Context: an optimization exercise on an open-source flow, tuned for small area, a short achievable clock period and few clock cycles per item. The choices shown serve that exercise and are no tape-out recipe. At most, simulation tests tie the RTL to the original design; equivalence was not proved.

==> flow/design.v <==
module divider(quotient, remainder, done, divisor, dividend, start, clk, rst);
    output reg [31:0] quotient, remainder;
    input [31:0] divisor, dividend;
    input start, clk, rst;
    output done;
    reg        busy, idle, align;
    reg [4:0]  dt, dg;   
    reg [4:0]  sh;       
    reg [31:0] NB;       
    function [4:0] lzc;
        input [31:0] x;
        reg [15:0] v0; reg [15:0] z0;
        reg [7:0]  v1; reg [15:0] z1;
        reg [3:0]  v2; reg [11:0] z2;
        reg [1:0]  v3; reg [7:0]  z3;
        integer i;
        begin
            for (i = 0; i < 16; i = i + 1) begin
                v0[i] = x[2*i+1] | x[2*i];
                z0[i] = ~x[2*i+1];
            end
            for (i = 0; i < 8; i = i + 1) begin
                v1[i] = v0[2*i+1] | v0[2*i];
                z1[2*i +: 2] = v0[2*i+1] ? {1'b0, z0[2*i+1]} : {1'b1, z0[2*i]};
            end
            for (i = 0; i < 4; i = i + 1) begin
                v2[i] = v1[2*i+1] | v1[2*i];
                z2[3*i +: 3] = v1[2*i+1] ? {1'b0, z1[4*i+2 +: 2]} : {1'b1, z1[4*i +: 2]};
            end
            for (i = 0; i < 2; i = i + 1) begin
                v3[i] = v2[2*i+1] | v2[2*i];
                z3[4*i +: 4] = v2[2*i+1] ? {1'b0, z2[6*i+3 +: 3]} : {1'b1, z2[6*i +: 3]};
            end
            lzc = v3[1] ? {1'b0, z3[7:4]} : {1'b1, z3[3:0]};
        end
    endfunction
    function [31:0] smear;
        input [31:0] x;
        integer i;
        begin
            smear = x;
            for (i = 1; i < 32; i = i * 2)
                smear = smear | (smear >> i);
        end
    endfunction
    wire quick = (|(divisor & ~smear(dividend))) | ~(|divisor);
    wire [4:0] bw;                       
    assign bw[0] = 1'b0;
    assign bw[1] = dg[0];
    assign bw[2] = dg[1] | (~dt[1] & dg[0]);
    assign bw[3] = dg[2] | (~dt[2] & dg[1]) | (~dt[2] & ~dt[1] & dg[0]);
    assign bw[4] = dg[3] | (~dt[3] & dg[2]) | (~dt[3] & ~dt[2] & dg[1])
                 | (~dt[3] & ~dt[2] & ~dt[1] & dg[0]);
    wire [4:0] s = dt ^ bw;
    wire [31:0] B1 = s[0] ? {NB[30:0], 1'b1} : NB;
    wire [31:0] B2 = s[1] ? {B1[29:0], 2'b11} : B1;
    wire [31:0] B4 = s[2] ? {B2[27:0], 4'hf} : B2;
    wire [31:0] B8 = s[3] ? {B4[23:0], 8'hff} : B4;
    wire [31:0] Ba = s[4] ? {B8[15:0], 16'hffff} : B8;
    wire [32:0] diff = {1'b0, remainder} - {1'b0, ~NB};
    wire        qbit = ~diff[32];
    wire busy_n = busy ? (align | (sh != 5'd0)) : (start & ~quick);
    assign done = idle;
    always_ff @(posedge clk, negedge rst) begin
        if (~rst) begin
            busy <= 1'b0;
            idle <= 1'b1;
            align <= 1'b0;
        end else begin
            busy <= busy_n;
            idle <= ~busy_n;
            align <= ~busy & start & ~quick;
        end
    end
    always_ff @(posedge clk) begin
        dt <= lzc(divisor) ^ lzc(dividend);      
        dg <= ~lzc(divisor) & lzc(dividend);
        if (busy) begin
            if (align) begin
                NB <= Ba;
                sh <= s;
            end else begin
                NB <= {1'b1, NB[31:1]};
                sh <= sh - 5'd1;
                quotient <= {quotient[30:0], qbit};
                if (qbit) remainder <= diff[31:0];
            end
        end else begin
            NB <= ~divisor;
            if (start) begin
                quotient <= 32'd0;
                remainder <= dividend;
            end
        end
    end
endmodule
==> flow/config.mk <==
export PLATFORM = sky130hd
export DESIGN_NAME = divider
export DESIGN_NICKNAME = divider
export VERILOG_FILES = /design/flow/design.v
export SDC_FILE = /design/flow/constraint.sdc
export NUM_CORES = 4
export LEC_CHECK = 0
export ABC_AREA = 1
export CAP_MARGIN = 20
export CORE_MARGIN = 2
export CORE_UTILIZATION = 40
export PLACE_DENSITY = 0.6
export SETUP_SLACK_MARGIN = 2.6
export SLEW_MARGIN = 20
export BUFFER_PORTS_ARGS = -buffer_cell sky130_fd_sc_hd__buf_1
==> flow/constraint.sdc <==
create_clock -name core_clock -period 5.0 [get_ports {clk}]
set_input_delay 1.0000 -clock core_clock [delete_from_list [all_inputs] [get_ports {clk}]]
set_output_delay 1.0000 -clock core_clock [all_outputs]
set_load 0.01 [all_outputs]
standard.sh (not shown) runs the stock make flow with config.mk's settings and CLKGATE_MAP_FILE= SYNTH_SCRIPT=/design/flow/synth_recipe.tcl, a recipe that flattens the netlist after the stock synthesis.
==> flow/flow/run.sh <==
#!/bin/bash
# Own layout flow: the standard synthesis unchanged, then the standard ORFS
# steps with a few extra ORFS settings (flow/extra.mk) appended to config.mk
# after synthesis, so that synthesis is exactly the standard flow's.
set -euo pipefail
here="$(pwd)"
bash standard.sh synth > "$here/log_synth.txt" 2>&1
cat flow/extra.mk >> config.mk
bash standard.sh > "$here/log_layout.txt" 2>&1
==> flow/flow/extra.mk <==
export BUFFER_PORTS_ARGS = -buffer_cell sky130_fd_sc_hd__buf_1
The starting point completed with no timing, DRC or antenna violations.
Change:
--- a/flow/design.v
+++ b/flow/design.v
@@ -5,5 +5,5 @@
     output done;
     reg        busy, idle, align;
-    reg [4:0]  dt, dg;   
+    reg [4:0]  za_r;     
     reg [4:0]  sh;       
     reg [31:0] NB;       
@@ -45,4 +45,6 @@
     endfunction
     wire quick = (|(divisor & ~smear(dividend))) | ~(|divisor);
+    wire [4:0] dt = sh ^ za_r;           
+    wire [4:0] dg = ~sh & za_r;          
     wire [4:0] bw;                       
     assign bw[0] = 1'b0;
@@ -74,6 +76,5 @@
     end
     always_ff @(posedge clk) begin
-        dt <= lzc(divisor) ^ lzc(dividend);      
-        dg <= ~lzc(divisor) & lzc(dividend);
+        za_r <= lzc(dividend);           
         if (busy) begin
             if (align) begin
@@ -88,4 +89,5 @@
         end else begin
             NB <= ~divisor;
+            sh <= lzc(divisor);
             if (start) begin
                 quotient <= 32'd0;
What happened:
- worst setup slack gets worse by 0.060 ns
- critical path depth shrinks by 2
- final area climbs by about 4%
- synthesized cell count went up by about 2.4%
Function was not checked in any run of this note: the RTL went through the layout flow alone.

* * *

rev 12:
// divider: RTL as listed in full above, without the edits since
clock: 5.0 ns
lec_check: 0
abc_area: 1
cap_margin: 20
core_margin: 2
core_utilization: 40
cts_buf_list: sky130_fd_sc_hd__clkbuf_8
place_density: 0.6
setup_slack_margin: 2.6
slew_margin: 20
buffer_ports_args: -buffer_cell sky130_fd_sc_hd__buf_1
Scripts as last shown in full above: flow/flow/run.sh, flow/flow/extra.mk
Rev 12 completed end to end with timing, DRC and antenna clean.
The following lists how rev 13 was set up differently from rev 12:
--- a/flow/design.v
+++ b/flow/design.v
@@ -34,16 +34,25 @@
             lzc = v3[1] ? {1'b0, z3[7:4]} : {1'b1, z3[3:0]};
         end
     endfunction
-    function [31:0] smear;
-        input [31:0] x;
-        integer i;
+    function longer4;
+        input [31:0] x, y;       
+        reg [7:0] nx, ny;
+        reg above;               
+        integer j;
         begin
-            smear = x;
-            for (i = 1; i < 32; i = i * 2)
-                smear = smear | (smear >> i);
+            for (j = 0; j < 8; j = j + 1) begin
+                nx[j] = |x[4*j +: 4];
+                ny[j] = |y[4*j +: 4];
+            end
+            longer4 = 1'b0;
+            above = 1'b0;
+            for (j = 7; j >= 0; j = j - 1) begin
+                above = above | nx[j];
+                longer4 = longer4 | (ny[j] & ~above);
+            end
         end
     endfunction
-    wire quick = (|(divisor & ~smear(dividend))) | ~(|divisor);
+    wire quick = longer4(dividend, divisor) | ~(|divisor);
     wire [4:0] bw;                       
     assign bw[0] = 1'b0;
     assign bw[1] = dg[0];
@@ -52,6 +61,9 @@
     assign bw[4] = dg[3] | (~dt[3] & dg[2]) | (~dt[3] & ~dt[2] & dg[1])
                  | (~dt[3] & ~dt[2] & ~dt[1] & dg[0]);
     wire [4:0] s = dt ^ bw;
+    wire       neg = dg[4] | (~dt[4] & dg[3]) | (~dt[4] & ~dt[3] & dg[2])
+                   | (~dt[4] & ~dt[3] & ~dt[2] & dg[1])
+                   | (~dt[4] & ~dt[3] & ~dt[2] & ~dt[1] & dg[0]);
     wire [31:0] B1 = s[0] ? {NB[30:0], 1'b1} : NB;
     wire [31:0] B2 = s[1] ? {B1[29:0], 2'b11} : B1;
     wire [31:0] B4 = s[2] ? {B2[27:0], 4'hf} : B2;
@@ -59,7 +71,7 @@
     wire [31:0] Ba = s[4] ? {B8[15:0], 16'hffff} : B8;
     wire [32:0] diff = {1'b0, remainder} - {1'b0, ~NB};
     wire        qbit = ~diff[32];
-    wire busy_n = busy ? (align | (sh != 5'd0)) : (start & ~quick);
+    wire busy_n = busy ? (align ? ~neg : (sh != 5'd0)) : (start & ~quick);
     assign done = idle;
     always_ff @(posedge clk, negedge rst) begin
         if (~rst) begin
Notes after the runs:
- | setup slack after layout | lower: rev 13 |
- Diff rev 12 -> rev 13: total number of vias higher, relative area change from synthesis to final layout lower, post-detailed-route wirelength per cell shows a reduction of 8.4%.
- Rev 13 reports a lower relative area of clock buffers and inverters in the final design than rev 12 does.
- Delta (rev 13 minus rev 12): final core area utilization roughly the same.
Testbench counts of rev 13, summed over its fixed seeds: cycles 15,277, items 2,048.
Function not checked in rev 12: the RTL went through the layout flow alone.

* * *

## before
// divider: RTL as listed in full above, without the edits since
clock: 5.0 ns
lec_check: 0
abc_area: 1
cap_margin: 20
core_margin: 2
core_utilization: 40
cts_buf_list: sky130_fd_sc_hd__clkbuf_8
place_density: 0.6
setup_slack_margin: 2.65
slew_margin: 20
buffer_ports_args: -buffer_cell sky130_fd_sc_hd__buf_1
Scripts as last shown in full above: flow/flow/run.sh, flow/flow/extra.mk
before has completed all stages; timing, DRC and antenna checks passed.
What after does differently from before at the input level:
--- a/flow/design.v
+++ b/flow/design.v
@@ -32,36 +32,50 @@
                 z3[4*i +: 4] = v2[2*i+1] ? {1'b0, z2[6*i+3 +: 3]} : {1'b1, z2[6*i +: 3]};
             end
             lzc = v3[1] ? {1'b0, z3[7:4]} : {1'b1, z3[3:0]};
         end
     endfunction
-    function [31:0] smear;
-        input [31:0] x;
-        integer i;
+    function longer4;
+        input [31:0] x, y;       
+        reg [7:0] nx, ny;
+        reg above;               
+        integer j;
         begin
-            smear = x;
-            for (i = 1; i < 32; i = i * 2)
-                smear = smear | (smear >> i);
+            for (j = 0; j < 8; j = j + 1) begin
+                nx[j] = |x[4*j +: 4];
+                ny[j] = |y[4*j +: 4];
+            end
+            longer4 = 1'b0;
+            above = 1'b0;
+            for (j = 7; j >= 0; j = j - 1) begin
+                above = above | nx[j];
+                longer4 = longer4 | (ny[j] & ~above);
+            end
         end
     endfunction
-    wire quick = (|(divisor & ~smear(dividend))) | ~(|divisor);
+    wire quick = longer4(dividend, divisor) | ~(|divisor);
     wire [4:0] bw;                       
     assign bw[0] = 1'b0;
     assign bw[1] = dg[0];
     assign bw[2] = dg[1] | (~dt[1] & dg[0]);
     assign bw[3] = dg[2] | (~dt[2] & dg[1]) | (~dt[2] & ~dt[1] & dg[0]);
     assign bw[4] = dg[3] | (~dt[3] & dg[2]) | (~dt[3] & ~dt[2] & dg[1])
                  | (~dt[3] & ~dt[2] & ~dt[1] & dg[0]);
     wire [4:0] s = dt ^ bw;
+    wire       neg = dg[4] | (~dt[4] & dg[3]) | (~dt[4] & ~dt[3] & dg[2])
+                   | (~dt[4] & ~dt[3] & ~dt[2] & dg[1])
+                   | (~dt[4] & ~dt[3] & ~dt[2] & ~dt[1] & dg[0]);
     wire [31:0] B1 = s[0] ? {NB[30:0], 1'b1} : NB;
     wire [31:0] B2 = s[1] ? {B1[29:0], 2'b11} : B1;
     wire [31:0] B4 = s[2] ? {B2[27:0], 4'hf} : B2;
     wire [31:0] B8 = s[3] ? {B4[23:0], 8'hff} : B4;
     wire [31:0] Ba = s[4] ? {B8[15:0], 16'hffff} : B8;
     wire [32:0] diff = {1'b0, remainder} - {1'b0, ~NB};
     wire        qbit = ~diff[32];
-    wire busy_n = busy ? (align | (sh != 5'd0)) : (start & ~quick);
+    wire szero = ~(|dt);
+    wire step = busy & (~align | szero);
+    wire busy_n = busy ? (align ? ~(neg | szero) : (sh != 5'd0)) : (start & ~quick);
     assign done = idle;
     always_ff @(posedge clk, negedge rst) begin
         if (~rst) begin
             busy <= 1'b0;
             idle <= 1'b1;
@@ -73,19 +87,21 @@
         end
     end
     always_ff @(posedge clk) begin
         dt <= lzc(divisor) ^ lzc(dividend);      
         dg <= ~lzc(divisor) & lzc(dividend);
+        if (step) begin
+            quotient <= {quotient[30:0], qbit};
+            if (qbit) remainder <= diff[31:0];
+        end
         if (busy) begin
             if (align) begin
                 NB <= Ba;
                 sh <= s;
             end else begin
                 NB <= {1'b1, NB[31:1]};
                 sh <= sh - 5'd1;
-                quotient <= {quotient[30:0], qbit};
-                if (qbit) remainder <= diff[31:0];
             end
         end else begin
             NB <= ~divisor;
             if (start) begin
                 quotient <= 32'd0;
Results
- Going from before to after, top achievable clock speed went up; routed wire length went up about 4%; global-route met3 utilization went up.
No functional check of the RTL was part of any run of this note.

port drivers added, routing unchanged:
How much do the figures lean on ideal ports? The routed layouts below were timed once more, with nothing changed but the port constraints.
Step 1: set_driving_cell puts a clkbuf_16 on clk and a buf_2 on each other input, an assumption about the parent block.
Step 2, shift: input delay + t, output delay - t, t = (earliest + latest rising clock arrival at the registers) / 2. This alone moves slack from input paths to output paths.
a / b / c = no drivers / after step 1 / after step 2; a / b = the first two.
run | shift t [ns] | slack for setup (ns) | worst slew at a driven data input, ns | cell pins on the clock port's net
the first run of note 1 | 0.471 | 2.648 / 2.648 / 2.240 | 0.06 | 1
the second run of note 1 | 0.410 | 2.588 / 2.588 / 2.340 | 0.06 | 1
rev 12 | 0.494 | 2.662 / 2.662 / 2.225 | 0.06 | 1
rev 13 | 0.491 | 2.653 / 2.653 / 2.296 | 0.07 | 1
before | 0.493 | 2.678 / 2.678 / 2.258 | 0.06 | 1
after | 0.503 | 2.725 / 2.725 / 2.287 | 0.07 | 1
After both steps setup and hold are still met in every run listed. For after, which loses most, drivers alone change the setup slack by 0.000 ns; drivers and shift together by -0.438 ns.
